This is an optimization exercise on Yosys and OpenROAD, whose aim is a short achievable clock period and few clock cycles, not a production implementation.
Only simulation tests tie the RTL to the original design; equivalence was not proved.
Power figures rest on the tool's default switching activity, not on a simulated workload.

$ cat config.mk
export PLATFORM = sky130hd
export DESIGN_NAME = core
export DESIGN_NICKNAME = core
export VERILOG_FILES = /design/flow/design.v
export SDC_FILE = /design/flow/constraint.sdc
export NUM_CORES = 4
export LEC_CHECK = 0
export ABC_CLOCK_PERIOD_IN_PS = 2400
export CAP_MARGIN = 20
export CORE_MARGIN = 2
export CORE_UTILIZATION = 40
export SETUP_SLACK_MARGIN = 4.6
export SLEW_MARGIN = 20
export TNS_END_PERCENT = 100
$ cat constraint.sdc
create_clock -name core_clock -period 7.0 [get_ports {I_clk}]
set_input_delay 1.4000 -clock core_clock [delete_from_list [all_inputs] [get_ports {I_clk}]]
set_output_delay 1.4000 -clock core_clock [all_outputs]
set_load 0.01 [all_outputs]
$ cat design.v
    localparam ADD     = 4'b0000;
    localparam SUB     = 4'b0001;
    localparam OR      = 4'b0010;
    localparam AND     = 4'b0011;
    localparam XOR     = 4'b0100;
    localparam NOT     = 4'b0101;
    localparam READ    = 4'b0110;
    localparam WRITE   = 4'b0111;
    localparam LOAD    = 4'b1000;
    localparam CMP     = 4'b1001;
    localparam SHIFT   = 4'b1010;
    localparam JMP     = 4'b1011;
    localparam JMPC    = 4'b1100;
    localparam SPECIAL = 4'b1101;
    localparam STACK   = 4'b1110;
    localparam MEM_NOP   = 2'b00;
    localparam MEM_READ  = 2'b01;
    localparam MEM_WRITE = 2'b10;
    localparam CMP_EQ_BIT       = 0;
    localparam CMP_RA_GT_RB_BIT = 1;
    localparam CMP_RB_GT_RA_BIT = 2;
    localparam CMP_RA_ZERO_BIT  = 3;
    localparam CMP_RB_ZERO_BIT  = 4;
    localparam CMP_CODE_EQ       = 3'b000;
    localparam CMP_CODE_RA_GT_RB = 3'b001;
    localparam CMP_CODE_RB_GT_RA = 3'b010;
    localparam CMP_CODE_RA_ZERO  = 3'b011;
    localparam CMP_CODE_RB_ZERO  = 3'b100;
    localparam FETCH         = 10'b0000000001;
    localparam DECODE        = 10'b0000000010;
    localparam REG_READ      = 10'b0000000100;
    localparam EXEC          = 10'b0000001000;
    localparam STORE         = 10'b0000010000;
    localparam REG_WRITE     = 10'b0000100000;
    localparam FETCH_IRQ_NUM = 10'b0001000000;
    localparam SAVE_PC       = 10'b0010000000;
    localparam ENTER_ISR     = 10'b0100000000;
    localparam DECREMENT_SP  = 10'b1000000000;
    localparam RAM_SIZE  = 16'h8000;
    localparam APP       = 16'h0064;
    localparam TIMER1_COUNT         = RAM_SIZE - 10;
    localparam TIMER_ENABLE         = RAM_SIZE - 9;
    localparam UART_1_RW            = RAM_SIZE - 2;
    localparam UART_1_RX_DATA_READY = RAM_SIZE - 1;
    localparam UART_1_TX_READY      = RAM_SIZE;
module core(input wire I_clk,
    input wire I_reset,
    input wire I_irq_active,
    input wire MEM_ready,
    input wire[15:0] MEM_data_in,
    input wire MEM_data_ready,
    output reg O_irq_ack,
    output reg MEM_exec,
    output reg MEM_write,
    output reg[1:0] MEM_size,
    output reg[15:0] MEM_addr,
    output reg[15:0] MEM_data_out);
     localparam ADD     = 4'b0000;
    localparam SUB     = 4'b0001;
    localparam OR      = 4'b0010;
    localparam AND     = 4'b0011;
    localparam XOR     = 4'b0100;
    localparam NOT     = 4'b0101;
    localparam READ    = 4'b0110;
    localparam WRITE   = 4'b0111;
    localparam LOAD    = 4'b1000;
    localparam CMP     = 4'b1001;
    localparam SHIFT   = 4'b1010;
    localparam JMP     = 4'b1011;
    localparam JMPC    = 4'b1100;
    localparam SPECIAL = 4'b1101;
    localparam STACK   = 4'b1110;
localparam OK_FETCH = 2'd0, OK_KILL = 2'd1, OK_READ = 2'd2, OK_WRITE = 2'd3;
localparam M_RUN = 3'd0, M_DRAIN = 3'd1, M_ACK = 3'd2, M_NUM = 3'd3, M_PUSH = 3'd4, M_VEC = 3'd5;
localparam W_SUM = 3'd0, W_LOG = 3'd1, W_SHF = 3'd2, W_CMP = 3'd3, W_SP = 3'd4, W_LD = 3'd5;
localparam APP = 16'h0064;
localparam CI = 4;
localparam DW = 30;               
reg        r_fetch;              
reg        o_v;                  
reg [1:0]  o_kind;
reg [15:0] o_addr;
reg [15:0] fpc;                  
reg [15:0] npc;                  
reg [1:0]  ib_cnt;               
reg [15:0] ib0, ib1;
reg        ib_wp, ib_rp;
reg        ie, rec, irq_q;
reg [2:0]  mode;
reg [15:0] irqn;
reg [127:0] rf;                  
localparam CN = 1 << CI, TW = 15 - CI;
reg [CN-1:0]       cv;
reg [CN*TW-1:0]    ctag;
reg [CN*16-1:0]    cdat;
reg        d_v;
reg [15:0] d_ir, d_pc;
reg        x_v;
reg [1:0]  x_st;
reg [15:0] x_ir, x_pc;
reg [15:0] A, B, bop, lop, moff, tgt_rel;
reg        cin;
reg [15:0] sum_q, log_q, shf_q, sp_q, ld_q;
reg [4:0]  cmp_q;
reg        w_v, w_en1, w_en2;
reg [2:0]  w_a1, w_a2, w_sel;
reg [1:0]  w_mask;
wire [3:0] op = x_ir[15:12];
wire m = x_ir[8];
wire [2:0] rd = x_ir[11:9], ra = x_ir[7:5];
wire [DW-1:0] d_dec;
reg  [DW-1:0] x_dec;
idec dec_d(.i(d_ir), .o(d_dec));
wire is_sub   = x_dec[0];
wire is_or    = x_dec[1];
wire is_and   = x_dec[2];
wire is_xor   = x_dec[3];
wire is_not   = x_dec[4];
wire is_read  = x_dec[5];
wire is_write = x_dec[6];
wire is_load  = x_dec[7];
wire is_jmp   = x_dec[8];
wire is_jmpc  = x_dec[9];
wire is_ei    = x_dec[10];
wire is_di    = x_dec[11];
wire is_reti  = x_dec[12];
wire is_push  = x_dec[13];
wire is_rdop  = x_dec[14];
wire is_wrop  = x_dec[15];
wire is_memop = x_dec[16];
wire x_wen1   = x_dec[17];
wire x_wen2   = x_dec[18];
wire br_rel   = x_dec[19];
wire [2:0] x_a1  = x_dec[22:20];
wire [2:0] x_sel = x_dec[25:23];
wire [1:0] x_mask = x_dec[27:26];
wire [1:0] msize  = x_dec[29:28];
wire [3:0] dop = d_ir[15:12];
wire dm = d_ir[8];
wire [2:0] d_ra = d_ir[7:5], d_rb = d_ir[4:2];
wire d_spec = dop == SPECIAL;
wire d_uses_a = !(dop == LOAD || (dop == JMP && !dm) || (d_spec && d_ir[2:0] != 3'b100) || dop == 4'hF);
wire d_uses_b = ((dop == ADD || dop == SUB) && !d_ir[0]) ||
                ((dop == OR || dop == AND || dop == XOR) && !dm) ||
                dop == WRITE || dop == CMP || (dop == JMPC && !dm) ||
                (dop == STACK && !dm && !d_ir[0]);
wire hazard = x_v && ((d_uses_a && ((x_wen1 && x_a1 == d_ra) || (x_wen2 && ra == d_ra))) ||
                      (d_uses_b && ((x_wen1 && x_a1 == d_rb) || (x_wen2 && ra == d_rb))));
wire [15:0] res = (w_sel == W_SUM) ? sum_q : (w_sel == W_LOG) ? log_q : (w_sel == W_SHF) ? shf_q :
                  (w_sel == W_CMP) ? {11'b0, cmp_q} : (w_sel == W_LD) ? ld_q : sp_q;
reg [15:0] rA_v, rB_v;
always @(*) begin
    rA_v = rf[16*d_ra +: 16];
    if (w_v && w_en2 && w_a2 == d_ra)
        rA_v = sp_q;
    if (w_v && w_en1 && w_a1 == d_ra) begin
        if (w_mask[0]) rA_v[7:0] = res[7:0];
        if (w_mask[1]) rA_v[15:8] = res[15:8];
    end
    rB_v = rf[16*d_rb +: 16];
    if (w_v && w_en2 && w_a2 == d_rb)
        rB_v = sp_q;
    if (w_v && w_en1 && w_a1 == d_rb) begin
        if (w_mask[0]) rB_v[7:0] = res[7:0];
        if (w_mask[1]) rB_v[15:8] = res[15:8];
    end
end
wire [15:0] imm4 = dm ? {12'b0, d_ir[4:1]} : {{12{d_ir[4]}}, d_ir[4:1]};
wire [15:0] bsrc = d_ir[0] ? imm4 : rB_v;
wire fill = MEM_data_ready && o_v && (o_kind == OK_FETCH || o_kind == OK_KILL);
wire [CI-1:0] fidx = o_addr[CI:1];
wire [15:0] fpc2;
add16 add_fpc2(.a(fpc), .b(16'd2), .ci(1'b0), .s(fpc2));
wire [CN-1:0] m_f, m_r;
wire [TW-1:0] ftag = fpc[15:CI+1], ftag1 = fpc[15:CI+1] + 1'b1, rtag = tgt_rel[15:CI+1];
genvar gi;
generate
    for (gi = 0; gi < CN; gi = gi + 1) begin : cmpg
        assign m_f[gi] = cv[gi] && ctag[TW*gi +: TW] == ftag;
        assign m_r[gi] = cv[gi] && ctag[TW*gi +: TW] == rtag;
    end
endgenerate
wire [CI-1:0] fi = fpc[CI:1], fi2 = fpc[CI:1] + 1'b1, ri = tgt_rel[CI:1];
wire m_f2 = (fi != {CI{1'b1}}) ? m_f[fi2] : (cv[0] && ctag[TW-1:0] == ftag1);
wire hc_f   = m_f[fi] && !(fill && fidx == fi);
wire hc_f2  = m_f2 && !(fill && fidx == fi2);
wire hc_rel = m_r[ri] && !(fill && fidx == ri);
wire [15:0] cd_f   = cdat[16*fpc[CI:1] +: 16];
wire [15:0] cd_f2  = cdat[16*fi2 +: 16];
wire [15:0] cd_rel = cdat[16*tgt_rel[CI:1] +: 16];
reg hit;                         
reg [15:0] cdata;                
wire acc = MEM_exec && MEM_ready;
wire x_first = x_v && x_st == 2'd0;
wire x_wait = x_v && x_st == 2'd1;
wire reti_fin = x_v && x_st == 2'd2;    
reg  br_taken;                   
wire [2:0] d_c = d_ir[11:9];
reg [7:0] fl;
integer k;
always @(*)
    for (k = 0; k < 8; k = k + 1)
        fl[k] = (d_c == 3'd0) ? rf[16*k] : (d_c == 3'd1) ? rf[16*k+1] : (d_c == 3'd2) ? rf[16*k+2] :
                (d_c == 3'd3) ? rf[16*k+3] : (d_c == 3'd4) ? rf[16*k+4] : 1'b0;
wire res_fl = (d_c == 3'd0) ? res[0] : (d_c == 3'd1) ? res[1] : (d_c == 3'd2) ? res[2] :
              (d_c == 3'd3) ? res[3] : (d_c == 3'd4) ? res[4] : 1'b0;
wire sp_fl = (d_c == 3'd0) ? sp_q[0] : (d_c == 3'd1) ? sp_q[1] : (d_c == 3'd2) ? sp_q[2] :
             (d_c == 3'd3) ? sp_q[3] : (d_c == 3'd4) ? sp_q[4] : 1'b0;
wire d_flag = (w_v && w_en1 && w_mask[0] && w_a1 == d_ra) ? res_fl :
              (w_v && w_en2 && w_a2 == d_ra) ? sp_fl : fl[d_ra];
wire d_taken = dop == JMP || (dop == JMPC && d_flag);
wire [15:0] br_tgt = br_rel ? tgt_rel : is_jmp ? A : B;
wire wr_done = x_wait && is_wrop && acc && !r_fetch;
wire rd_done = x_wait && is_rdop && MEM_data_ready && o_v && o_kind == OK_READ;
wire x_done = (x_first && !is_memop) || wr_done || (rd_done && !is_reti) || reti_fin;
wire x_free = !x_v || x_done;
wire redirect_br = x_first && br_taken;
wire redirect_reti = reti_fin;
wire irq_vec_go = mode == M_VEC;
wire redirect = redirect_br || redirect_reti || irq_vec_go;
wire [15:0] vec = APP + {irqn[14:0], 1'b0};
wire rt_hit = redirect_br && br_rel && hc_rel;
wire [15:0] rt_cd = cd_rel;
wire [15:0] rtgt = redirect_reti ? ld_q : irq_vec_go ? vec : br_tgt;
wire irq_take = mode == M_RUN && ie && irq_q && x_free && !redirect;
wire kill = redirect || irq_take;
wire o_live = o_v && o_kind == OK_FETCH;
wire fc = MEM_data_ready && o_live;
wire ch = mode == M_RUN && hit && !o_live && ib_cnt != 2'd2;
wire d_adv = d_v && x_free && !hazard && !kill;
wire d_load = (!d_v || d_adv) && !kill && mode == M_RUN && (ib_cnt != 2'd0 || fc || ch);
wire [15:0] new_instr = fc ? MEM_data_in : cdata;
wire [15:0] d_src = (ib_cnt != 2'd0) ? (ib_rp ? ib1 : ib0) : new_instr;
wire ib_pop = d_load && ib_cnt != 2'd0;
wire ib_keep = (fc || ch) && !(d_load && ib_cnt == 2'd0);
wire fetch_ok = ({1'b0, ib_cnt} + {2'b0, o_live}) <= 3'd1;
wire [15:0] maddr, sum_d, sp_d, tgt_d;
add16 add_maddr(.a(A), .b(moff), .ci(1'b0), .s(maddr));
add16 add_sum(.a(A), .b(bop), .ci(cin), .s(sum_d));
add16 add_sp(.a(A), .b(is_push ? 16'hFFFE : 16'h0002), .ci(1'b0), .s(sp_d));
add16 add_tgt(.a(d_pc), .b((dop == JMP) ? {{8{d_ir[7]}}, d_ir[7:0]} : {{11{d_ir[4]}}, d_ir[4:0]}), .ci(1'b0), .s(tgt_d));
wire [15:0] wdata = (is_push && x_ir[0]) ? x_pc : B;
wire dreq = x_first && is_memop;
wire eq = A == B;
wire lt = m ? (A < B) : ($signed(A) < $signed(B));
wire gt = !lt && !eq;
reg        q_ld, q_ld_d, q_write;
reg [1:0]  q_size;
reg [15:0] q_addr, q_dout;
always @(*) begin
    q_ld = 1'b1;
    q_ld_d = 1'b0;
    q_write = 1'b0;
    q_size = 2'd2;
    q_addr = fpc;
    q_dout = npc;
    if (mode == M_NUM) begin
        q_ld_d = 1'b1;
        q_write = 1'b1;
        q_addr = rf[127:112] - 16'd2;
    end
    else if (dreq) begin
        q_ld_d = 1'b1;
        q_write = is_wrop;
        q_size = msize;
        q_addr = maddr;
        q_dout = wdata;
    end
    else if (redirect) begin
        q_addr = rtgt;
    end
    else if (MEM_exec) begin
        q_ld = 1'b0;
    end
end
integer i;
always @(posedge I_clk) begin
    if (I_reset) begin
        MEM_exec <= 1'b0;
        MEM_write <= 1'b0;
        MEM_size <= 2'd0;
        MEM_addr <= 16'h0000;
        MEM_data_out <= 16'h0000;
        r_fetch <= 1'b0;
        o_v <= 1'b0;
        o_kind <= OK_FETCH;
        fpc <= 16'h0000;
        npc <= 16'h0000;
        ib_cnt <= 2'd0;
        ib_wp <= 1'b0;
        ib_rp <= 1'b0;
        d_v <= 1'b0;
        x_v <= 1'b0;
        x_st <= 2'd0;
        w_v <= 1'b0;
        ie <= 1'b0;
        rec <= 1'b0;
        irq_q <= 1'b0;
        mode <= M_RUN;
        O_irq_ack <= 1'b0;
        for (i = 0; i < 8; i = i + 1)
            rf[16*i +: 16] <= 16'h0000;
        cv <= {CN{1'b0}};
        hit <= 1'b0;
    end
    else begin
        irq_q <= I_irq_active;
        if (mode == M_NUM || dreq) begin
            MEM_exec <= 1'b1;
            r_fetch <= 1'b0;
        end
        else if (redirect) begin
            MEM_exec <= !rt_hit;
            r_fetch <= 1'b1;
        end
        else if (irq_take || acc || (ch && r_fetch)) begin
            MEM_exec <= 1'b0;
        end
        else if (!MEM_exec && mode == M_RUN && fetch_ok && !hit) begin
            MEM_exec <= 1'b1;
            r_fetch <= 1'b1;
        end
        if (q_ld) begin
            MEM_write <= q_write;
            MEM_size <= q_size;
            MEM_addr <= q_addr;
        end
        if (q_ld_d)
            MEM_data_out <= q_dout;
        if (redirect) begin
            fpc <= rtgt;
            hit <= rt_hit;
            cdata <= rt_cd;
        end
        else if ((acc && r_fetch) || ch) begin
            fpc <= fpc2;
            hit <= hc_f2;
            cdata <= cd_f2;
        end
        else begin
            hit <= hc_f;
            cdata <= cd_f;
        end
        if (acc) begin
            o_v <= 1'b1;
            o_addr <= MEM_addr;
            o_kind <= r_fetch ? ((kill || ch) ? OK_KILL : OK_FETCH) : (MEM_write ? OK_WRITE : OK_READ);
        end
        else begin
            if (MEM_data_ready)
                o_v <= 1'b0;
            if (kill && o_kind == OK_FETCH)
                o_kind <= OK_KILL;
        end
        if (fill) begin
            cv[o_addr[CI:1]] <= 1'b1;
            ctag[TW*o_addr[CI:1] +: TW] <= o_addr[15:CI+1];
            cdat[16*o_addr[CI:1] +: 16] <= MEM_data_in;
        end
        if (fc || ch) begin
            if (ib_wp) ib1 <= new_instr;
            else       ib0 <= new_instr;
        end
        if (kill) begin
            ib_cnt <= 2'd0;
            ib_wp <= 1'b0;
            ib_rp <= 1'b0;
        end
        else begin
            case ({ib_keep, ib_pop})
                2'b10: ib_cnt <= ib_cnt + 2'd1;
                2'b01: ib_cnt <= ib_cnt - 2'd1;
                default: ;
            endcase
            if (ib_keep) ib_wp <= !ib_wp;
            if (ib_pop) ib_rp <= !ib_rp;
        end
        if (redirect)
            npc <= rtgt;
        else if (irq_take)
            npc <= d_v ? d_pc : npc;
        else if (d_load)
            npc <= npc + 16'd2;
        if (d_load) begin
            d_ir <= d_src;
            d_pc <= npc;
            d_v <= 1'b1;
        end
        else if (d_adv || kill) begin
            d_v <= 1'b0;
        end
        if (d_adv) begin
            x_v <= 1'b1;
            x_st <= 2'd0;
            x_ir <= d_ir;
            x_dec <= d_dec;
            br_taken <= d_taken;
            x_pc <= d_pc;
            A <= rA_v;
            B <= rB_v;
            bop <= (dop == SUB) ? ~bsrc : bsrc;
            cin <= dop == SUB;
            lop <= dm ? {11'b0, d_ir[4:0]} : rB_v;
            moff <= (dop == READ) ? {{11{d_ir[4]}}, d_ir[4:0]} :
                    (dop == WRITE) ? {{11{d_ir[11]}}, d_ir[11:9], d_ir[1:0]} :
                    (dop == STACK && !dm) ? 16'hFFFE : 16'h0000;
            tgt_rel <= tgt_d;
        end
        else if (x_done) begin
            x_v <= 1'b0;
        end
        else if (x_first) begin
            x_st <= 2'd1;
        end
        else if (rd_done) begin
            x_st <= 2'd2;
        end
        if (x_first) begin
            sum_q <= sum_d;
            log_q <= is_or ? (A | lop) : is_and ? (A & lop) : is_xor ? (A ^ lop) :
                     is_not ? ~A : is_load ? {x_ir[7:0], x_ir[7:0]} : x_pc;
            shf_q <= x_ir[4] ? 16'h0000 : (m ? (A >> x_ir[3:0]) : (A << x_ir[3:0]));
            cmp_q <= {B == 16'h0000, A == 16'h0000, lt, gt, eq};
            sp_q <= sp_d;
            if (is_ei) begin
                ie <= 1'b1;
                rec <= 1'b1;
            end
            if (is_di) begin
                ie <= 1'b0;
                rec <= 1'b0;
            end
        end
        if (rd_done) begin
            ld_q <= MEM_data_in;
            if (is_reti)
                ie <= rec;
        end
        w_v <= x_done;
        if (x_done) begin
            w_en1 <= x_wen1;
            w_a1 <= x_a1;
            w_en2 <= x_wen2;
            w_a2 <= ra;
            w_sel <= x_sel;
            w_mask <= x_mask;
        end
        if (w_v && w_en2)
            rf[16*w_a2 +: 16] <= sp_q;
        if (w_v && w_en1) begin
            if (w_mask[0]) rf[16*w_a1 +: 8] <= res[7:0];
            if (w_mask[1]) rf[16*w_a1+8 +: 8] <= res[15:8];
        end
        case (mode)
            M_RUN: begin
                if (irq_take)
                    mode <= M_DRAIN;
            end
            M_DRAIN: begin
                if (!o_v && !MEM_exec && !w_v) begin
                    O_irq_ack <= 1'b1;
                    ie <= 1'b0;
                    mode <= M_ACK;
                end
            end
            M_ACK: begin
                O_irq_ack <= 1'b0;
                mode <= M_NUM;
            end
            M_NUM: begin
                irqn <= MEM_data_in;
                rf[127:112] <= rf[127:112] - 16'd2;
                mode <= M_PUSH;
            end
            M_PUSH: begin
                if (acc)
                    mode <= M_VEC;
            end
            default: begin
                mode <= M_RUN;
            end
        endcase
    end
end
endmodule
module idec(input wire [15:0] i, output wire [29:0] o);
     localparam ADD     = 4'b0000;
    localparam SUB     = 4'b0001;
    localparam OR      = 4'b0010;
    localparam AND     = 4'b0011;
    localparam XOR     = 4'b0100;
    localparam NOT     = 4'b0101;
    localparam READ    = 4'b0110;
    localparam WRITE   = 4'b0111;
    localparam LOAD    = 4'b1000;
    localparam CMP     = 4'b1001;
    localparam SHIFT   = 4'b1010;
    localparam JMP     = 4'b1011;
    localparam JMPC    = 4'b1100;
    localparam SPECIAL = 4'b1101;
    localparam STACK   = 4'b1110;
localparam W_SUM = 3'd0, W_LOG = 3'd1, W_SHF = 3'd2, W_CMP = 3'd3, W_SP = 3'd4, W_LD = 3'd5;
wire [3:0] op = i[15:12];
wire m = i[8];
wire is_add   = op == ADD;
wire is_sub   = op == SUB;
wire is_or    = op == OR;
wire is_and   = op == AND;
wire is_xor   = op == XOR;
wire is_not   = op == NOT;
wire is_read  = op == READ;
wire is_write = op == WRITE;
wire is_load  = op == LOAD;
wire is_cmp   = op == CMP;
wire is_shift = op == SHIFT;
wire is_jmp   = op == JMP;
wire is_jmpc  = op == JMPC;
wire is_spec  = op == SPECIAL;
wire is_spc   = is_spec && i[2:0] == 3'b000;
wire is_ei    = is_spec && i[2:0] == 3'b001;
wire is_di    = is_spec && i[2:0] == 3'b010;
wire is_reti  = is_spec && i[2:0] == 3'b100;
wire is_push  = op == STACK && !m;
wire is_pop   = op == STACK && m;
wire is_rdop  = is_read || is_pop || is_reti;
wire is_wrop  = is_write || is_push;
wire is_memop = is_rdop || is_wrop;
wire is_logic = is_or || is_and || is_xor || is_not || is_load || is_spc;
wire wen1     = is_add || is_sub || is_logic || is_cmp || is_shift || is_read || is_push || is_pop || is_reti;
wire [2:0] a1 = is_reti ? i[7:5] : i[11:9];
wire wen2     = is_pop;
wire br_rel   = (is_jmp && !m) || (is_jmpc && m);
wire [2:0] sel = (is_add || is_sub) ? W_SUM : is_logic ? W_LOG : is_shift ? W_SHF :
                 is_cmp ? W_CMP : (is_read || is_pop) ? W_LD : W_SP;
wire [1:0] mask = is_load ? (m ? 2'b10 : 2'b01) : 2'b11;
wire [1:0] msize = (is_read || is_write) ? (m ? 2'd2 : 2'd1) : 2'd2;
assign o = {msize, mask, sel, a1, br_rel, wen2, wen1, is_memop, is_wrop, is_rdop, is_push, is_reti,
            is_di, is_ei, is_jmpc, is_jmp, is_load, is_write, is_read, is_not, is_xor, is_and, is_or, is_sub};
endmodule
module add16(input wire [15:0] a, input wire [15:0] b, input wire ci, output wire [15:0] s);
wire [15:0] p = a ^ b;
wire [15:0] g0 = (a & b) | {15'b0, p[0] & ci};
wire [15:0] g1, p1, g2, p2, g3, p3, g4;
genvar i;
generate
    for (i = 0; i < 16; i = i + 1) begin : l1
        if (i < 1) begin : lo
            assign g1[i] = g0[i];
            assign p1[i] = p[i];
        end else begin : hi
            assign g1[i] = g0[i] | (p[i] & g0[i-1]);
            assign p1[i] = p[i] & p[i-1];
        end
    end
    for (i = 0; i < 16; i = i + 1) begin : l2
        if (i < 2) begin : lo
            assign g2[i] = g1[i];
            assign p2[i] = p1[i];
        end else begin : hi
            assign g2[i] = g1[i] | (p1[i] & g1[i-2]);
            assign p2[i] = p1[i] & p1[i-2];
        end
    end
    for (i = 0; i < 16; i = i + 1) begin : l3
        if (i < 4) begin : lo
            assign g3[i] = g2[i];
            assign p3[i] = p2[i];
        end else begin : hi
            assign g3[i] = g2[i] | (p2[i] & g2[i-4]);
            assign p3[i] = p2[i] & p2[i-4];
        end
    end
    for (i = 0; i < 16; i = i + 1) begin : l4
        if (i < 8) begin : lo
            assign g4[i] = g3[i];
        end else begin : hi
            assign g4[i] = g3[i] | (p3[i] & g3[i-8]);
        end
    end
endgenerate
assign s = p ^ {g4[14:0], ci};
endmodule
$ cat run.sh
#!/bin/bash
# synth_recipe.tcl (not shown) runs the flow's synth.tcl, then flattens the netlist and writes it again
# the make line also repeats each setting of config.mk as NAME=value (left out here)
make -C /OpenROAD-flow-scripts/flow DESIGN_CONFIG=/design/flow/config.mk WORK_HOME=/design/flow/orfs CLKGATE_MAP_FILE= SYNTH_SCRIPT=/design/flow/synth_recipe.tcl finish
==> results of run 1 <==
[area by class of cell]
type,count,area share
multi-input cells,4210,0.438
flip-flops and latches,1011,0.372
repair buffers,677,0.103
clock buffers,145,0.0411
well taps,1917,0.0317
clock inverters,65,0.00852
inverters,115,0.00605
repair inverters,3,0.000264
[cell families (layout without fill, tap and decap cells)]
family                     Yosys count  after routing  synth area share
muxes                              427            427            0.0905
DFF                               1011           1011             0.475
AOI/OAI and AO/OA                 1424           1426             0.163
adders and majority gates          134            134            0.0291
xor gates and xnor gates           504            504            0.0748
and+or+nand+nor                   1697           1719             0.131
buffers and inverters              539           1005            0.0368
[what timing repair did]
action,in CTS,in global routing
pin swaps,174,218
buffers inserted,284,141
setup endpoints to repair,1616,1070
gates resized for setup,1039,520
gates cloned,50,19
[critical path, delay by kind of cell, from the launching register on]
family,cells,cell delay [ps]
AO/OA/AOI/OAI,5,1030
XOR/XNOR,1,190
buffers and inverters,1,210
flip-flops,1,450
multiplexers,1,310
AND/OR/NAND/NOR,2,620
[how the worst min path moves through the flow]
stage	startpoint	slack (ps)	to	depth (start not counted)
final	x_dec[24]	420	w_sel[1]	0
after global routing	x_dec[24]	430	w_sel[1]	0
after CTS	x_dec[24]	420	w_sel[1]	0
after detailed placement	x_dec[24]	410	w_sel[1]	0
after global placement	x_dec[26]	410	w_mask[0]	0
after floorplan	x_dec[26]	400	w_mask[0]	0
[power breakdown]
group | leakage [nW] | internal (W) | switching [W]
Combinational | 16.6 | 0.00225 | 0.00311
Sequential | 8.98 | 0.00693 | 0.000352
Clock | 1.85 | 0.00347 | 0.00266
[through the flow]
| step | std cells | hold WS, ps | power [W] | setup TNS, ps |
|---|---|---|---|---|
| after floorplan | 5736 | 400 | 0.00987 | -2364490 |
| after global placement | 7437 | 405 | 0.0109 | 0 |
| after detailed placement | 7438 | 408 | 0.0110 | 0 |
| after CTS | 7982 | 423 | 0.0181 | 0 |
| after global routing | 8143 | 426 | 0.0193 | 0 |
| final | 8143 | 423 | 0.0188 | 0 |
[layer usage]
metal / wire length [um] / GRT usage / vias up
li1: - / - / 22200
met3: 28800 / 0.0708 / 872
met4: 15100 / 0.140 / 6
met1: 89200 / 0.389 / 25700
met2: 104000 / 0.444 / 3637
met5: 42 / 0 / -
[cells in the mapped netlist, types with 17 or more instances]
cell type    n  area (sq um)
a31oi_1     69           432
mux2i_1    161          1610
nand2b_1    44           275
xor2_1     153          1340
mux2_2     187          2110
nor3_1      85           425
nand3_1    133           666
o21ai_0    296          1480
and2_1      29           181
nand4_1     87           544
a21oi_1    277          1390
dfxtp_1    233          4660
a221oi_1    52           455
o211ai_1    51           383
inv_1      111           417
a22oi_1    125           938
clkbuf_1   307          1150
nor2_1     377          1420
ha_1       129          1610
buf_1       39           146
buf_2       66           330
nor4_1      55           344
o21a_1      21           158
mux4_2      65          1460
edfxtp_1   778         23400
o31ai_1     18           135
xnor2_1    351          3070
nor2b_1     42           263
o22ai_1     21           131
nand2_1    730          2740
nor3b_1     17           128
o22a_1      27           236
or3_1       28           175
a211oi_1    98           736
o21ai_1     26           130
a22o_1     211          1850
a21o_1      27           203
[sequential cells by signal (all words and copies together), names as in the netlist, 27 cells and up]
register / count
ctag: 176
rf: 128
cdat: 256
x_dec: 27
==> results_dict.tcl, run 1 <==
set metrics [dict create \
    run_status "finished clean" \
    start_util 0.404 \
    crit-reg2reg-launch "tgt_rel[10]" \
    rrSetupSlack_ps 4040 \
    cp_max_fo 17 \
    grt_pass1_wl_um 330000 \
    n_antenna_cell 0 \
    syn_nets 5891 \
    clkTransAtPathRegs_ps 70 \
    hp-class "reg -> reg" \
    layout_common_cells "edfxtp_1 (778), nand2_1 (631), buf_4 (355)" \
    synth_edf_count 778 \
    drt-initial-drc-count 7973 \
    setup_viol 0 \
    grt_start_max_net_pins 95 \
    crit_chain "buf_12, xor2_1, nor4_1, a31oi_2, o21ai_2, a32oi_1, mux2i_2, nand4_1, o41a_1, o2bb2ai_1" \
    max_stage_delay_ps 450 \
    dieHeight_um 388 \
    viasPerCell 6.44 \
    relSlewSlack 0.273 \
    cts-root-buf "clkbuf_16" \
    clock_sinks 1011 \
    drtAntennaViolNets 0 \
    finalCritPeriodShare 0.423 \
    yosysUniqueCellTypes 94 \
    cp-end-kind "register" \
    fin_util 0.518 \
    cts_made_buffers 111 \
    critical_path_class "reg -> reg" \
    rr_endpoint "hit" \
    finClkSkew_ps 46.9 \
    nets 6284 \
    slew_viol_final 0 \
    cp-startpoint "tgt_rel[10]" \
    htree_levels 3 \
    synthFlopType "edfxtp_1" \
    via_count 52400 \
    slowest_stage "edfxtp_1" \
    grt_usage 0.292 \
    power_density_nw_per_um2 248 \
    ios 58 \
    endpoint "hit" \
    r2r.worst_path.cells 10 \
    die_w_um 388 \
    insertion_delay_ps 760 \
    drt-total-wl_um 237000 \
    antenna_found_initial 5 \
    synthArstFlopShare 0 \
    hpwl_um 137000 \
    maxCapViolCount 0 \
    register_area_sq_um 28200 \
    tritoncts "yes" \
    floorplan.rows 140 \
    syn_area_sq_um 59000 \
    leakage_nw 27.4 \
    syn_inst 5736 \
    final_common_cell "edfxtp_1" \
    ctsHoldBuffers 0 \
    wire_per_inst_um 29.1 \
    gp_congestion 0.939 \
    dieArea_sq_um 151000 \
    first_global_vias 48200 \
    core_area_sq_um 146000 \
    period_needed_ps 2960 \
    avgSynthCellArea_sq_um 10.3 \
    fmax_mhz 338 \
    cp.required_ps 7650 \
    hold_viol 0 \
    rsz0062_at_grt "yes" \
    setup_ws_ps 4040 \
    grt.overflow.total 0 \
    dpl_worst_slack_ps 1900 \
    fillers 12400 \
    placed_cell_area_sq_um 61600 \
    startpoint_type "register" \
    drc_errors 0 \
    area_growth_pct 28.4 \
    multi_input_area_sq_um 33200 \
    dr.pass1.iters 6 \
    ys_seq_area_frac 0.475 \
    tightest_slew_ps 1090 \
    final_area_sq_um 75700 \
    ys.warnings.count 1 \
    drive_gt1_frac 0.288 \
    ir_drop_mv 0.235 \
    ys_seq_elements 1011 \
    worstPathArrival_ps 3610 \
    clk_path_buf_depth 3 \
    port_buffers 57 \
]
Testbench counts, summed over its fixed seeds: cycles 96,845.
==> run 2, diff against run 1 <==
--- a/design.v
+++ b/design.v
@@ -74,8 +74,8 @@
 localparam M_RUN = 3'd0, M_DRAIN = 3'd1, M_ACK = 3'd2, M_NUM = 3'd3, M_PUSH = 3'd4, M_VEC = 3'd5;
 localparam W_SUM = 3'd0, W_LOG = 3'd1, W_SHF = 3'd2, W_CMP = 3'd3, W_SP = 3'd4, W_LD = 3'd5;
 localparam APP = 16'h0064;
-localparam CI = 4;
-localparam DW = 30;               
+localparam CI = 4;               
+localparam DW = 31;
 reg        r_fetch;              
 reg        o_v;                  
 reg [1:0]  o_kind;
@@ -94,11 +94,11 @@
 reg [CN*TW-1:0]    ctag;
 reg [CN*16-1:0]    cdat;
 reg        d_v;
-reg [15:0] d_ir, d_pc;
+reg [15:0] d_ir, d_pc, d_pc2;     
 reg        x_v;
 reg [1:0]  x_st;
 reg [15:0] x_ir, x_pc;
-reg [15:0] A, B, bop, lop, moff, tgt_rel;
+reg [15:0] A, B, bop, lop, moff, tgt_rel, tgt_rel2;
 reg        cin;
 reg [15:0] sum_q, log_q, shf_q, sp_q, ld_q;
 reg [4:0]  cmp_q;
@@ -135,6 +135,7 @@
 wire [2:0] x_sel = x_dec[25:23];
 wire [1:0] x_mask = x_dec[27:26];
 wire [1:0] msize  = x_dec[29:28];
+wire is_cmp       = x_dec[30];
 wire [3:0] dop = d_ir[15:12];
 wire dm = d_ir[8];
 wire [2:0] d_ra = d_ir[7:5], d_rb = d_ir[4:2];
@@ -144,7 +145,8 @@
                 ((dop == OR || dop == AND || dop == XOR) && !dm) ||
                 dop == WRITE || dop == CMP || (dop == JMPC && !dm) ||
                 (dop == STACK && !dm && !d_ir[0]);
-wire hazard = x_v && ((d_uses_a && ((x_wen1 && x_a1 == d_ra) || (x_wen2 && ra == d_ra))) ||
+wire fwd_cmp = x_v && is_cmp && x_a1 == d_ra && dop == JMPC;
+wire hazard = x_v && ((d_uses_a && !fwd_cmp && ((x_wen1 && x_a1 == d_ra) || (x_wen2 && ra == d_ra))) ||
                       (d_uses_b && ((x_wen1 && x_a1 == d_rb) || (x_wen2 && ra == d_rb))));
 wire [15:0] res = (w_sel == W_SUM) ? sum_q : (w_sel == W_LOG) ? log_q : (w_sel == W_SHF) ? shf_q :
                   (w_sel == W_CMP) ? {11'b0, cmp_q} : (w_sel == W_LD) ? ld_q : sp_q;
@@ -185,6 +187,16 @@
 wire hc_f   = m_f[fi] && !(fill && fidx == fi);
 wire hc_f2  = m_f2 && !(fill && fidx == fi2);
 wire hc_rel = m_r[ri] && !(fill && fidx == ri);
+wire [CN-1:0] m_r2;
+wire [TW-1:0] rtag2 = tgt_rel2[15:CI+1];
+generate
+    for (gi = 0; gi < CN; gi = gi + 1) begin : cmpg2
+        assign m_r2[gi] = cv[gi] && ctag[TW*gi +: TW] == rtag2;
+    end
+endgenerate
+wire [CI-1:0] ri2 = tgt_rel2[CI:1];
+wire hc_rel2 = m_r2[ri2] && !(fill && fidx == ri2);
+wire [15:0] cd_rel2 = cdat[16*ri2 +: 16];
 wire [15:0] cd_f   = cdat[16*fpc[CI:1] +: 16];
 wire [15:0] cd_f2  = cdat[16*fi2 +: 16];
 wire [15:0] cd_rel = cdat[16*tgt_rel[CI:1] +: 16];
@@ -206,7 +218,11 @@
               (d_c == 3'd3) ? res[3] : (d_c == 3'd4) ? res[4] : 1'b0;
 wire sp_fl = (d_c == 3'd0) ? sp_q[0] : (d_c == 3'd1) ? sp_q[1] : (d_c == 3'd2) ? sp_q[2] :
              (d_c == 3'd3) ? sp_q[3] : (d_c == 3'd4) ? sp_q[4] : 1'b0;
-wire d_flag = (w_v && w_en1 && w_mask[0] && w_a1 == d_ra) ? res_fl :
+wire [4:0] x_flags = {B == 16'h0000, A == 16'h0000, lt, gt, eq};
+wire x_fl = (d_c == 3'd0) ? x_flags[0] : (d_c == 3'd1) ? x_flags[1] : (d_c == 3'd2) ? x_flags[2] :
+            (d_c == 3'd3) ? x_flags[3] : (d_c == 3'd4) ? x_flags[4] : 1'b0;
+wire d_flag = fwd_cmp ? x_fl :
+              (w_v && w_en1 && w_mask[0] && w_a1 == d_ra) ? res_fl :
               (w_v && w_en2 && w_a2 == d_ra) ? sp_fl : fl[d_ra];
 wire d_taken = dop == JMP || (dop == JMPC && d_flag);
 wire [15:0] br_tgt = br_rel ? tgt_rel : is_jmp ? A : B;
@@ -222,23 +238,28 @@
 wire rt_hit = redirect_br && br_rel && hc_rel;
 wire [15:0] rt_cd = cd_rel;
 wire [15:0] rtgt = redirect_reti ? ld_q : irq_vec_go ? vec : br_tgt;
+wire [15:0] npc2;
+add16 add_npc2(.a(npc), .b(16'd2), .ci(1'b0), .s(npc2));
 wire irq_take = mode == M_RUN && ie && irq_q && x_free && !redirect;
 wire kill = redirect || irq_take;
 wire o_live = o_v && o_kind == OK_FETCH;
 wire fc = MEM_data_ready && o_live;
 wire ch = mode == M_RUN && hit && !o_live && ib_cnt != 2'd2;
 wire d_adv = d_v && x_free && !hazard && !kill;
+wire d_free = !d_v || (x_free && !hazard);
 wire d_load = (!d_v || d_adv) && !kill && mode == M_RUN && (ib_cnt != 2'd0 || fc || ch);
 wire [15:0] new_instr = fc ? MEM_data_in : cdata;
 wire [15:0] d_src = (ib_cnt != 2'd0) ? (ib_rp ? ib1 : ib0) : new_instr;
 wire ib_pop = d_load && ib_cnt != 2'd0;
 wire ib_keep = (fc || ch) && !(d_load && ib_cnt == 2'd0);
 wire fetch_ok = ({1'b0, ib_cnt} + {2'b0, o_live}) <= 3'd1;
-wire [15:0] maddr, sum_d, sp_d, tgt_d;
+wire [15:0] maddr, sum_d, sp_d, tgt_d, tgt_d2;
 add16 add_maddr(.a(A), .b(moff), .ci(1'b0), .s(maddr));
 add16 add_sum(.a(A), .b(bop), .ci(cin), .s(sum_d));
 add16 add_sp(.a(A), .b(is_push ? 16'hFFFE : 16'h0002), .ci(1'b0), .s(sp_d));
-add16 add_tgt(.a(d_pc), .b((dop == JMP) ? {{8{d_ir[7]}}, d_ir[7:0]} : {{11{d_ir[4]}}, d_ir[4:0]}), .ci(1'b0), .s(tgt_d));
+wire [15:0] d_off = (dop == JMP) ? {{8{d_ir[7]}}, d_ir[7:0]} : {{11{d_ir[4]}}, d_ir[4:0]};
+add16 add_tgt(.a(d_pc), .b(d_off), .ci(1'b0), .s(tgt_d));
+add16 add_tgt2(.a(d_pc2), .b(d_off), .ci(1'b0), .s(tgt_d2));
 wire [15:0] wdata = (is_push && x_ir[0]) ? x_pc : B;
 wire dreq = x_first && is_memop;
 wire eq = A == B;
@@ -276,6 +297,38 @@
 integer i;
 always @(posedge I_clk) begin
     if (I_reset) begin
+        d_ir <= 16'h0000;
+        d_pc <= 16'h0000;
+        d_pc2 <= 16'h0000;
+        x_ir <= 16'h0000;
+        x_pc <= 16'h0000;
+        A <= 16'h0000;
+        B <= 16'h0000;
+        bop <= 16'h0000;
+        lop <= 16'h0000;
+        moff <= 16'h0000;
+        tgt_rel <= 16'h0000;
+        tgt_rel2 <= 16'h0000;
+        cdata <= 16'h0000;
+        ib0 <= 16'h0000;
+        ib1 <= 16'h0000;
+        ld_q <= 16'h0000;
+        o_addr <= 16'h0000;
+        sum_q <= 16'h0000;
+        log_q <= 16'h0000;
+        shf_q <= 16'h0000;
+        sp_q <= 16'h0000;
+        irqn <= 16'h0000;
+        x_dec <= {DW{1'b0}};
+        cmp_q <= 5'd0;
+        br_taken <= 1'b0;
+        cin <= 1'b0;
+        w_en1 <= 1'b0;
+        w_en2 <= 1'b0;
+        w_a1 <= 3'd0;
+        w_a2 <= 3'd0;
+        w_sel <= 3'd0;
+        w_mask <= 2'd0;
         MEM_exec <= 1'b0;
         MEM_write <= 1'b0;
         MEM_size <= 2'd0;
@@ -332,13 +385,15 @@
             hit <= rt_hit;
             cdata <= rt_cd;
         end
-        else if ((acc && r_fetch) || ch) begin
+        else if (ch) begin
             fpc <= fpc2;
             hit <= hc_f2;
             cdata <= cd_f2;
         end
         else begin
-            hit <= hc_f;
+            if (acc && r_fetch)
+                fpc <= fpc2;
+            hit <= hc_f && !(acc && r_fetch);
             cdata <= cd_f;
         end
         if (acc) begin
@@ -380,18 +435,30 @@
         else if (irq_take)
             npc <= d_v ? d_pc : npc;
         else if (d_load)
-            npc <= npc + 16'd2;
-        if (d_load) begin
+            npc <= npc2;
+        if (d_free) begin
             d_ir <= d_src;
             d_pc <= npc;
-            d_v <= 1'b1;
+            d_pc2 <= npc2;
         end
-        else if (d_adv || kill) begin
+        if (d_load)
+            d_v <= 1'b1;
+        else if (d_adv || kill)
             d_v <= 1'b0;
-        end
         if (d_adv) begin
             x_v <= 1'b1;
             x_st <= 2'd0;
+        end
+        else if (x_done) begin
+            x_v <= 1'b0;
+        end
+        else if (x_first) begin
+            x_st <= 2'd1;
+        end
+        else if (rd_done) begin
+            x_st <= 2'd2;
+        end
+        if (x_free) begin
             x_ir <= d_ir;
             x_dec <= d_dec;
             br_taken <= d_taken;
@@ -405,23 +472,15 @@
                     (dop == WRITE) ? {{11{d_ir[11]}}, d_ir[11:9], d_ir[1:0]} :
                     (dop == STACK && !dm) ? 16'hFFFE : 16'h0000;
             tgt_rel <= tgt_d;
+            tgt_rel2 <= tgt_d2;
         end
-        else if (x_done) begin
-            x_v <= 1'b0;
-        end
-        else if (x_first) begin
-            x_st <= 2'd1;
-        end
-        else if (rd_done) begin
-            x_st <= 2'd2;
-        end
+        sum_q <= sum_d;
+        log_q <= is_or ? (A | lop) : is_and ? (A & lop) : is_xor ? (A ^ lop) :
+                 is_not ? ~A : is_load ? {x_ir[7:0], x_ir[7:0]} : x_pc;
+        shf_q <= x_ir[4] ? 16'h0000 : (m ? (A >> x_ir[3:0]) : (A << x_ir[3:0]));
+        cmp_q <= x_flags;
+        sp_q <= sp_d;
         if (x_first) begin
-            sum_q <= sum_d;
-            log_q <= is_or ? (A | lop) : is_and ? (A & lop) : is_xor ? (A ^ lop) :
-                     is_not ? ~A : is_load ? {x_ir[7:0], x_ir[7:0]} : x_pc;
-            shf_q <= x_ir[4] ? 16'h0000 : (m ? (A >> x_ir[3:0]) : (A << x_ir[3:0]));
-            cmp_q <= {B == 16'h0000, A == 16'h0000, lt, gt, eq};
-            sp_q <= sp_d;
             if (is_ei) begin
                 ie <= 1'b1;
                 rec <= 1'b1;
@@ -431,20 +490,19 @@
                 rec <= 1'b0;
             end
         end
-        if (rd_done) begin
+        if (x_wait)
             ld_q <= MEM_data_in;
+        if (rd_done) begin
             if (is_reti)
                 ie <= rec;
         end
         w_v <= x_done;
-        if (x_done) begin
-            w_en1 <= x_wen1;
-            w_a1 <= x_a1;
-            w_en2 <= x_wen2;
-            w_a2 <= ra;
-            w_sel <= x_sel;
-            w_mask <= x_mask;
-        end
+        w_en1 <= x_wen1;
+        w_a1 <= x_a1;
+        w_en2 <= x_wen2;
+        w_a2 <= ra;
+        w_sel <= x_sel;
+        w_mask <= x_mask;
         if (w_v && w_en2)
             rf[16*w_a2 +: 16] <= sp_q;
         if (w_v && w_en1) begin
@@ -483,7 +541,7 @@
     end
 end
 endmodule
-module idec(input wire [15:0] i, output wire [29:0] o);
+module idec(input wire [15:0] i, output wire [30:0] o);
      localparam ADD     = 4'b0000;
     localparam SUB     = 4'b0001;
     localparam OR      = 4'b0010;
@@ -534,7 +592,7 @@
                  is_cmp ? W_CMP : (is_read || is_pop) ? W_LD : W_SP;
 wire [1:0] mask = is_load ? (m ? 2'b10 : 2'b01) : 2'b11;
 wire [1:0] msize = (is_read || is_write) ? (m ? 2'd2 : 2'd1) : 2'd2;
-assign o = {msize, mask, sel, a1, br_rel, wen2, wen1, is_memop, is_wrop, is_rdop, is_push, is_reti,
+assign o = {is_cmp, msize, mask, sel, a1, br_rel, wen2, wen1, is_memop, is_wrop, is_rdop, is_push, is_reti,
             is_di, is_ei, is_jmpc, is_jmp, is_load, is_write, is_read, is_not, is_xor, is_and, is_or, is_sub};
 endmodule
 module add16(input wire [15:0] a, input wire [15:0] b, input wire ci, output wire [15:0] s);
==> run 2 against run 1 <==
Clock skew increased by 22 ps; clock-buffer cell count rose by 5; sequential power shrank 7.7%; clock power increased by 6.4%; sequential cell count increased by 1; sequential share of layout area decreased by 4.5 points; die area rose by 1.5%; global-route usage rose by 1.8 points.
==> results_dict.tcl, run 2 <==
set metrics [dict create \
    run_status "finished clean" \
    rsz0062_at_grt "yes" \
    drive_gt1_frac 0.263 \
    hold_slack_ps 456 \
    ctsHoldBuffers 0 \
    grt_usage 0.309 \
    drc_errors 0 \
    wire_per_inst_um 29.0 \
    final_common_cell "nand2_1" \
    dieHeight_um 391 \
    ys.warnings.count 1 \
    synth_xor_area_frac 0.0701 \
    insertion_delay_ps 790 \
    synth_most_common_cell "nand2_1" \
    synth_top_area_share 0.217 \
    slew_viol_final 0 \
    critical_path_class "reg -> out" \
    ys_seq_elements 1012 \
    layout_common_cells "nand2_1 (672), nor2_1 (565), dfxtp_1 (476)" \
    cp-end-kind "primary output" \
    tritoncts "yes" \
    hpwl_um 148000 \
    floorplan.rows 141 \
    drt-initial-drc-count 8129 \
    seq_power_share 0.394 \
    gp_congestion 0.973 \
    synth_top_family_by_area "compound AO/OA/AOI/OAI gates" \
    cts_made_buffers 114 \
    worstPathArrival_ps 1360 \
    finalCritPeriodShare 0.394 \
    placed_cell_area_sq_um 62600 \
    dr.pass1.iters 9 \
    swShare 0.312 \
    clkTransAtPathRegs_ps 60 \
    antenna_found_initial 7 \
    syn_nets 6571 \
    final_cells 8674 \
    synth_common_cells "nand2_1 (718), nor2_1 (621), dfxtp_1 (580)" \
    syn_inst 6416 \
    syn_area_sq_um 59900 \
    cp-startpoint "MEM_exec" \
    synthArstFlopShare 0 \
    clock_power_share 0.382 \
    synth_compound_area_frac 0.197 \
    setup_viol 0 \
    synthSimpleGateAreaFrac 0.149 \
    rrSetupSlack_ps 4240 \
    port_buffers 57 \
    relSlewSlack 0.192 \
    period_needed_ps 2760 \
    synthFlopType "dfxtp_1" \
    endpoint "MEM_exec" \
    maxCapViolCount 0 \
    grt_pass1_wl_um 356000 \
    fmax_mhz 362 \
    cp.required_ps 5600 \
    p_comb_frac 0.224 \
    muxShareOfSynthArea 0.100 \
    grt_start_max_net_pins 100 \
    tightest_slew_ps 1200 \
    largest_register_ffs 256 \
    power_switching_w 0.00532 \
    ios 58 \
    yosysUniqueCellTypes 89 \
    crit-reg2reg-launch "d_ir[2]" \
    via_count 56400 \
    core_area_sq_um 148000 \
    r2r.worst_path.cells 9 \
    placed_cells 7985 \
    drt-total-wl_um 251000 \
    startpoint_type "register" \
    viasPerCell 6.50 \
    clock_sinks 1012 \
    hold_viol 0 \
    clk_path_buf_depth 3 \
    final_area_sq_um 76200 \
    yosys-top-cells-area "edfxtp_1 (22%), dfxtp_1 (19%), xnor2_1 (4.8%), nand2_1 (4.5%), mux2i_1 (4.3%)" \
    nets 6797 \
    grt.overflow.total 0 \
    leakage_nw 27.7 \
    synth_fa_ha_area_frac 0.0286 \
    cp_max_fo 2 \
    hp-class "reg -> reg" \
    htree_levels 3 \
    cts-root-buf "clkbuf_16" \
    drtAntennaViolNets 0 \
    internal-power_w 0.0117 \
    die_w_um 391 \
    ir_drop_mv 0.229 \
    finClkSkew_ps 69.0 \
    start_util 0.404 \
    dieArea_sq_um 153000 \
    synth_edf_count 432 \
    area_growth_pct 27.3 \
    rr_endpoint "bop[0]" \
    synth.largest_area_cell "edfxtp_1" \
    avgSynthCellArea_sq_um 9.33 \
    power_density_nw_per_um2 224 \
    ys_seq_area_frac 0.411 \
    first_global_vias 52100 \
]
==> run 2: kinds of logic (layout without fill, tap and decap cells) <==
group           count (synthesis)  in the layout
compound gates               1665           1669
xor+xnor                      479            479
fa+ha+maj                     134            134
buf+inv                       675            991
flops                        1012           1012
mux                           484            484
other cells                     0              2
simple gates                 1967           1973
==> run 2: cell type report <==
class | instances | area, sq um
multi-input cells | 4739 | 36500
well taps | 1930 | 2410
flip-flops and latches | 1012 | 24900
diodes | 2 | 5.00
inverters | 97 | 419
repair buffers | 677 | 7900
fillers | 13000 | 72000
clock buffers | 150 | 3200
clock inverters | 66 | 830
repair inverters | 1 | 5.00
==> run 2: worst min-delay path by stage <==
| stage | startpoint | endpoint | slack [ps] | cells after the start |
|---|---|---|---|---|
| after detailed placement | o_addr[10] | o_addr[10] | 450 | 2 |
| after global placement | o_addr[10] | o_addr[10] | 450 | 2 |
| after global routing | x_dec[25] | w_sel[2] | 480 | 1 |
| after CTS | o_addr[10] | o_addr[10] | 450 | 2 |
| after floorplan | x_dec[30] | x_dec[30] | 430 | 2 |
| final | o_addr[10] | o_addr[10] | 460 | 2 |
==> run 2: per-layer routing <==
| layer | global-route usage | part of all wire |
|---|---|---|
| met4 | 0.161 | 0.063 |
| met3 | 0.0623 | 0.12 |
| met2 | 0.461 | 0.42 |
| met5 | 0 | 0.00013 |
| met1 | 0.424 | 0.40 |
==> run 2: what timing repair did <==
action	in CTS	in global routing
setup endpoints to repair	1441	978
gates cloned	35	26
hold endpoints to repair	0	0
resized for setup	1031	369
pin swaps	150	165
setup buffers	290	120
==> run 2: critical path, cell delays in order (launching register included) <==
cell and delay [ps]:
dfxtp_2 320, buf_8 130, buf_6 120
==> run 2: power groups by stage <==
stage / combinational (W) / sequential, W / clock, W
floorplan: 0.00196 / 0.00663 / 0
global placement: 0.00256 / 0.00685 / 0
detailed placement: 0.00258 / 0.00685 / 0
CTS: 0.00345 / 0.00670 / 0.00653
global route: 0.00398 / 0.00674 / 0.00676
finish: 0.00382 / 0.00673 / 0.00652
==> run 2: metrics by stage <==
| stage | power, W | util | setup TNS (ps) | worst slack (ps) |
|---|---|---|---|---|
| after global routing | 0.0175 | 0.514 | 0 | 4230 |
| final | 0.0171 | 0.514 | 0 | 4240 |
| after CTS | 0.0167 | 0.494 | 0 | 4220 |
| after detailed placement | 0.00943 | 0.422 | 0 | 2210 |
| after global placement | 0.00940 | 0.422 | 0 | 2310 |
| after floorplan | 0.00859 | - | -764300 | -1770 |
Testbench counts of run 2, summed over its fixed seeds: cycles 94,731.
==> run 3, diff against run 2 <==
--- a/design.v
+++ b/design.v
@@ -140,12 +140,8 @@
 wire dm = d_ir[8];
 wire [2:0] d_ra = d_ir[7:5], d_rb = d_ir[4:2];
 wire d_spec = dop == SPECIAL;
-wire d_uses_a = !(dop == LOAD || (dop == JMP && !dm) || (d_spec && d_ir[2:0] != 3'b100) || dop == 4'hF);
-wire d_uses_b = ((dop == ADD || dop == SUB) && !d_ir[0]) ||
-                ((dop == OR || dop == AND || dop == XOR) && !dm) ||
-                dop == WRITE || dop == CMP || (dop == JMPC && !dm) ||
-                (dop == STACK && !dm && !d_ir[0]);
-wire fwd_cmp = x_v && is_cmp && x_a1 == d_ra && dop == JMPC;
+reg d_uses_a, d_uses_b, d_jmpc;
+wire fwd_cmp = x_v && is_cmp && x_a1 == d_ra && d_jmpc;
 wire hazard = x_v && ((d_uses_a && !fwd_cmp && ((x_wen1 && x_a1 == d_ra) || (x_wen2 && ra == d_ra))) ||
                       (d_uses_b && ((x_wen1 && x_a1 == d_rb) || (x_wen2 && ra == d_rb))));
 wire [15:0] res = (w_sel == W_SUM) ? sum_q : (w_sel == W_LOG) ? log_q : (w_sel == W_SHF) ? shf_q :
@@ -250,6 +246,13 @@
 wire d_load = (!d_v || d_adv) && !kill && mode == M_RUN && (ib_cnt != 2'd0 || fc || ch);
 wire [15:0] new_instr = fc ? MEM_data_in : cdata;
 wire [15:0] d_src = (ib_cnt != 2'd0) ? (ib_rp ? ib1 : ib0) : new_instr;
+wire [3:0] sop = d_src[15:12];
+wire sm = d_src[8];
+wire s_uses_a = !(sop == LOAD || (sop == JMP && !sm) || (sop == SPECIAL && d_src[2:0] != 3'b100) || sop == 4'hF);
+wire s_uses_b = ((sop == ADD || sop == SUB) && !d_src[0]) ||
+                ((sop == OR || sop == AND || sop == XOR) && !sm) ||
+                sop == WRITE || sop == CMP || (sop == JMPC && !sm) ||
+                (sop == STACK && !sm && !d_src[0]);
 wire ib_pop = d_load && ib_cnt != 2'd0;
 wire ib_keep = (fc || ch) && !(d_load && ib_cnt == 2'd0);
 wire fetch_ok = ({1'b0, ib_cnt} + {2'b0, o_live}) <= 3'd1;
@@ -320,6 +323,9 @@
         sp_q <= 16'h0000;
         irqn <= 16'h0000;
         x_dec <= {DW{1'b0}};
+        d_uses_a <= 1'b0;
+        d_uses_b <= 1'b0;
+        d_jmpc <= 1'b0;
         cmp_q <= 5'd0;
         br_taken <= 1'b0;
         cin <= 1'b0;
@@ -438,6 +444,9 @@
             npc <= npc2;
         if (d_free) begin
             d_ir <= d_src;
+            d_uses_a <= s_uses_a;
+            d_uses_b <= s_uses_b;
+            d_jmpc <= sop == JMPC;
             d_pc <= npc;
             d_pc2 <= npc2;
         end
==> run 3 against run 2 <==
Sequential share of layout area shrank 0.78 points; largest power group unchanged; clock skew shrank 27 ps; maximum frequency shrank 12%; combinational power is essentially flat; utilization grew 0.93 points; sequential power shrank 0.6%; still clean on timing, DRC and antenna; sequential cell count grew 3; non-clock buffer count grew 8; first-iteration DRC count shrank 5.3%; cell count grew 2.0%; largest cell class unchanged.
==> results_dict.tcl, run 3 <==
set metrics [dict create \
    start_util 0.401 \
    highest_layer "met5" \
    maxCapViolCount 0 \
    ys_seq_elements 1015 \
    route.met2.wl_um 106000 \
    nets 6884 \
    die_w_um 391 \
    avgSynthCellArea_sq_um 9.31 \
    synthSimpleGateAreaFrac 0.149 \
    p_comb_frac 0.227 \
    dpl_worst_slack_ps 1890 \
    tritoncts "yes" \
    synth_xor_area_frac 0.0706 \
    synth.largest_area_cell "edfxtp_1" \
    drt-initial-drc-count 7702 \
    via_count 56400 \
    power_switching_w 0.00523 \
    hold_viol 0 \
    finClkSkew_ps 42.0 \
    layout_common_cells "nand2_1 (642), nor2_1 (528), dfxtp_1 (479)" \
    muxShareOfSynthArea 0.131 \
    synth_top_family_by_area "compound AO/OA/AOI/OAI gates" \
    synth_most_common_cell "nand2_1" \
    synthFlopType "dfxtp_1" \
    min-delay-start "tgt_rel[0]" \
    fmax_mhz 320 \
    seq_power_share 0.400 \
    tightest_slew_ps 1300 \
    synth_compound_area_frac 0.167 \
    worstPathArrival_ps 3790 \
    power_density_nw_per_um2 214 \
    grt.overflow.total 0 \
    cts_made_buffers 113 \
    cp-startpoint "x_ir[5]" \
    holdPathEnd "tgt_rel[0]" \
    drt-total-wl_um 254000 \
    rsz0062_at_grt "yes" \
    dieHeight_um 391 \
    viasPerCell 6.38 \
    clk_path_buf_depth 3 \
    antenna_found_initial 7 \
    synth_edf_count 432 \
    wire_per_inst_um 28.7 \
    floorplan.rows 142 \
    cts-root-buf "clkbuf_16" \
    gp_congestion 0.953 \
    dieArea_sq_um 153000 \
    run_status "finished clean" \
    grt_start_max_net_pins 180 \
    core_area_sq_um 149000 \
    area_growth_pct 30.4 \
    relSlewSlack 0.130 \
    insertion_delay_ps 780 \
    first_global_vias 51200 \
    syn_nets 6594 \
    hp-class "reg -> reg" \
    syn_inst 6439 \
    ctsHoldBuffers 0 \
    wl_met3_um 32400 \
    drc_errors 0 \
    synth_common_cells "nand2_1 (767), nor2_1 (612), dfxtp_1 (583)" \
    ir_drop_mv 0.245 \
    rr_endpoint "ib_cnt[1]" \
    syn_area_sq_um 60000 \
    internal-power_w 0.0115 \
    hpwl_um 145000 \
    synth_top_area_share 0.216 \
    dr.pass1.iters 7 \
    holdPathStages 2 \
    fin_util 0.523 \
    htree_levels 3 \
    ys_seq_area_frac 0.411 \
    setup_viol 0 \
    r2r.worst_path.cells 12 \
    final_common_cell "nand2_1" \
    critical_path_class "reg -> reg" \
    grt_usage 0.304 \
    clock_power_share 0.373 \
    leakage_nw 28.9 \
    cp_max_fo 6 \
    crit-reg2reg-launch "x_ir[5]" \
    yosysUniqueCellTypes 93 \
    rrSetupSlack_ps 3870 \
    swShare 0.313 \
    clkTransAtPathRegs_ps 60 \
    wl_met1_um 97500 \
    startpoint_type "register" \
    port_buffers 57 \
    synthArstFlopShare 0 \
    cp.required_ps 7660 \
    finalCritPeriodShare 0.446 \
    setup_ws_ps 3870 \
    grt_pass1_wl_um 349000 \
    ios 58 \
    drive_gt1_frac 0.309 \
    slew_viol_final 0 \
    synth_fa_ha_area_frac 0.0286 \
    ys.warnings.count 1 \
    drtAntennaViolNets 0 \
    period_needed_ps 3130 \
    cp-end-kind "register" \
    largest_register_ffs 256 \
    clock_sinks 1015 \
    yosys-top-cells-area "edfxtp_1 (22%), dfxtp_1 (19%), mux2_2 (6.0%), nand2_1 (4.8%), xnor2_1 (4.5%)" \
]
==> run 3: cell types whose count changed in the layout (fill, tap and decap cells not counted), moves of 37 or more <==
cell,previous run,this run
a32o_1,160,5
a22o_1,224,85
mux2_2,129,226
mux2_4,19,93
a21oi_2,29,102
nand2_4,13,84
o21ai_0,200,248
nor2_1,565,528
==> run 3: metal layers <==
metal	vias to the layer above	track usage
met4	10	0.149
met5	-	0
met2	3837	0.447
li1	24100	-
met3	1041	0.0843
met1	27500	0.411
==> run 3: cells by family after synthesis <==
kind of cell	after synthesis
buffers and inverters	628
adder cells (fa/ha/maj)	134
flip-flops	1015
multiplexers	654
XOR/XNOR	483
AND/OR/NAND/NOR	2005
AO/OA/AOI/OAI	1520
==> run 3: timing repair <==
item,CTS,global route
pin swaps,206,253
endpoints found under the setup margin,1379,933
gates cloned,57,38
resized for setup,993,660
buffers inserted,254,157
==> run 3: worst max-delay path: stages (launching register included) <==
cell	delay, ps
dfxtp_1	720
xnor2_1	200
nand4_1	380
a21boi_4	390
o311ai_4	140
buf_12	170
buf_6	110
a41o_1	280
ha_4	200
xnor2_4	180
nor2_4	40
xnor2_1	130
nor2_1	60
==> run 3: power groups by stage <==
stage	logic (W)	clock network, W	registers [W]
2_1_floorplan	0.00199	0	0.00659
3_3_place_gp	0.00259	0	0.00679
3_5_place_dp	0.00261	0	0.00679
4_1_cts	0.00334	0.00625	0.00665
5_1_grt	0.00393	0.00648	0.00670
6_report	0.00379	0.00623	0.00669
==> run 3: worst max-delay path by stage <==
stage / to / slack, ps / depth (start not counted)
finish: ib_cnt[1] / 3870 / 12
global route: ib_cnt[1] / 3900 / 12
CTS: ib_cnt[1] / 4250 / 13
detailed placement: lop[10] / 1890 / 10
global placement: lop[9] / 1960 / 10
floorplan: cdat[0] / -1590 / 4
==> run 3: final cells by class <==
class                   instances  area (sq um)
clock inverters                48           616
well taps                    2016          2520
fillers                     12800         71200
inverters                     103           417
multi-input cells            4811         37900
repair buffers                685          8590
diodes                          5          12.5
flip-flops and latches       1015         24900
clock buffers                 164          3190
==> run 3: metrics by stage <==
stage	instances	hold slack [ps]	setup TNS [ps]	total power, W	area [sq um]
global placement	8124	443	0	0.00938	62900
global route	8842	477	0	0.0171	78200
detailed placement	8124	454	0	0.00941	62900
floorplan	6439	427	-687950	0.00858	61200
CTS	8647	459	0	0.0162	73400
finish	8847	463	0	0.0167	78200
Testbench counts of run 3, summed over its fixed seeds: cycles 94,731.

## static timing again, ports no longer ideal
In the flow no input, the clock included, has a driving cell. The finished layouts below were timed again as built, in two steps.
Step 1 (the two cells are an assumption about what drives the block):
set clk [get_ports {I_clk}]
set_driving_cell -lib_cell sky130_fd_sc_hd__clkbuf_16 $clk
set_driving_cell -lib_cell sky130_fd_sc_hd__buf_2 [delete_from_list [all_inputs] $clk]
Step 2 times the ports against the registers' clock, not the clock port: input delays grow and output delays shrink by t, the midpoint of the rising clock arrivals with the driver on.
Three values: ideal, step 1, step 2; two values: the first two.
| run | t (ns) | slack for setup (ns) | worst setup path at the end |
|---|---|---|---|
| run 1 | 0.816 | 4.042 / 4.003 / 3.188 | input to register |
| run 2 | 0.840 | 4.241 / 4.161 / 3.396 | input to register |
| run 3 | 0.841 | 3.875 / 3.875 / 3.157 | input to register |
After both steps every run listed still meets setup and hold. For run 1, which loses most, drivers alone change the setup slack by -0.039 ns; drivers and shift together by -0.854 ns.
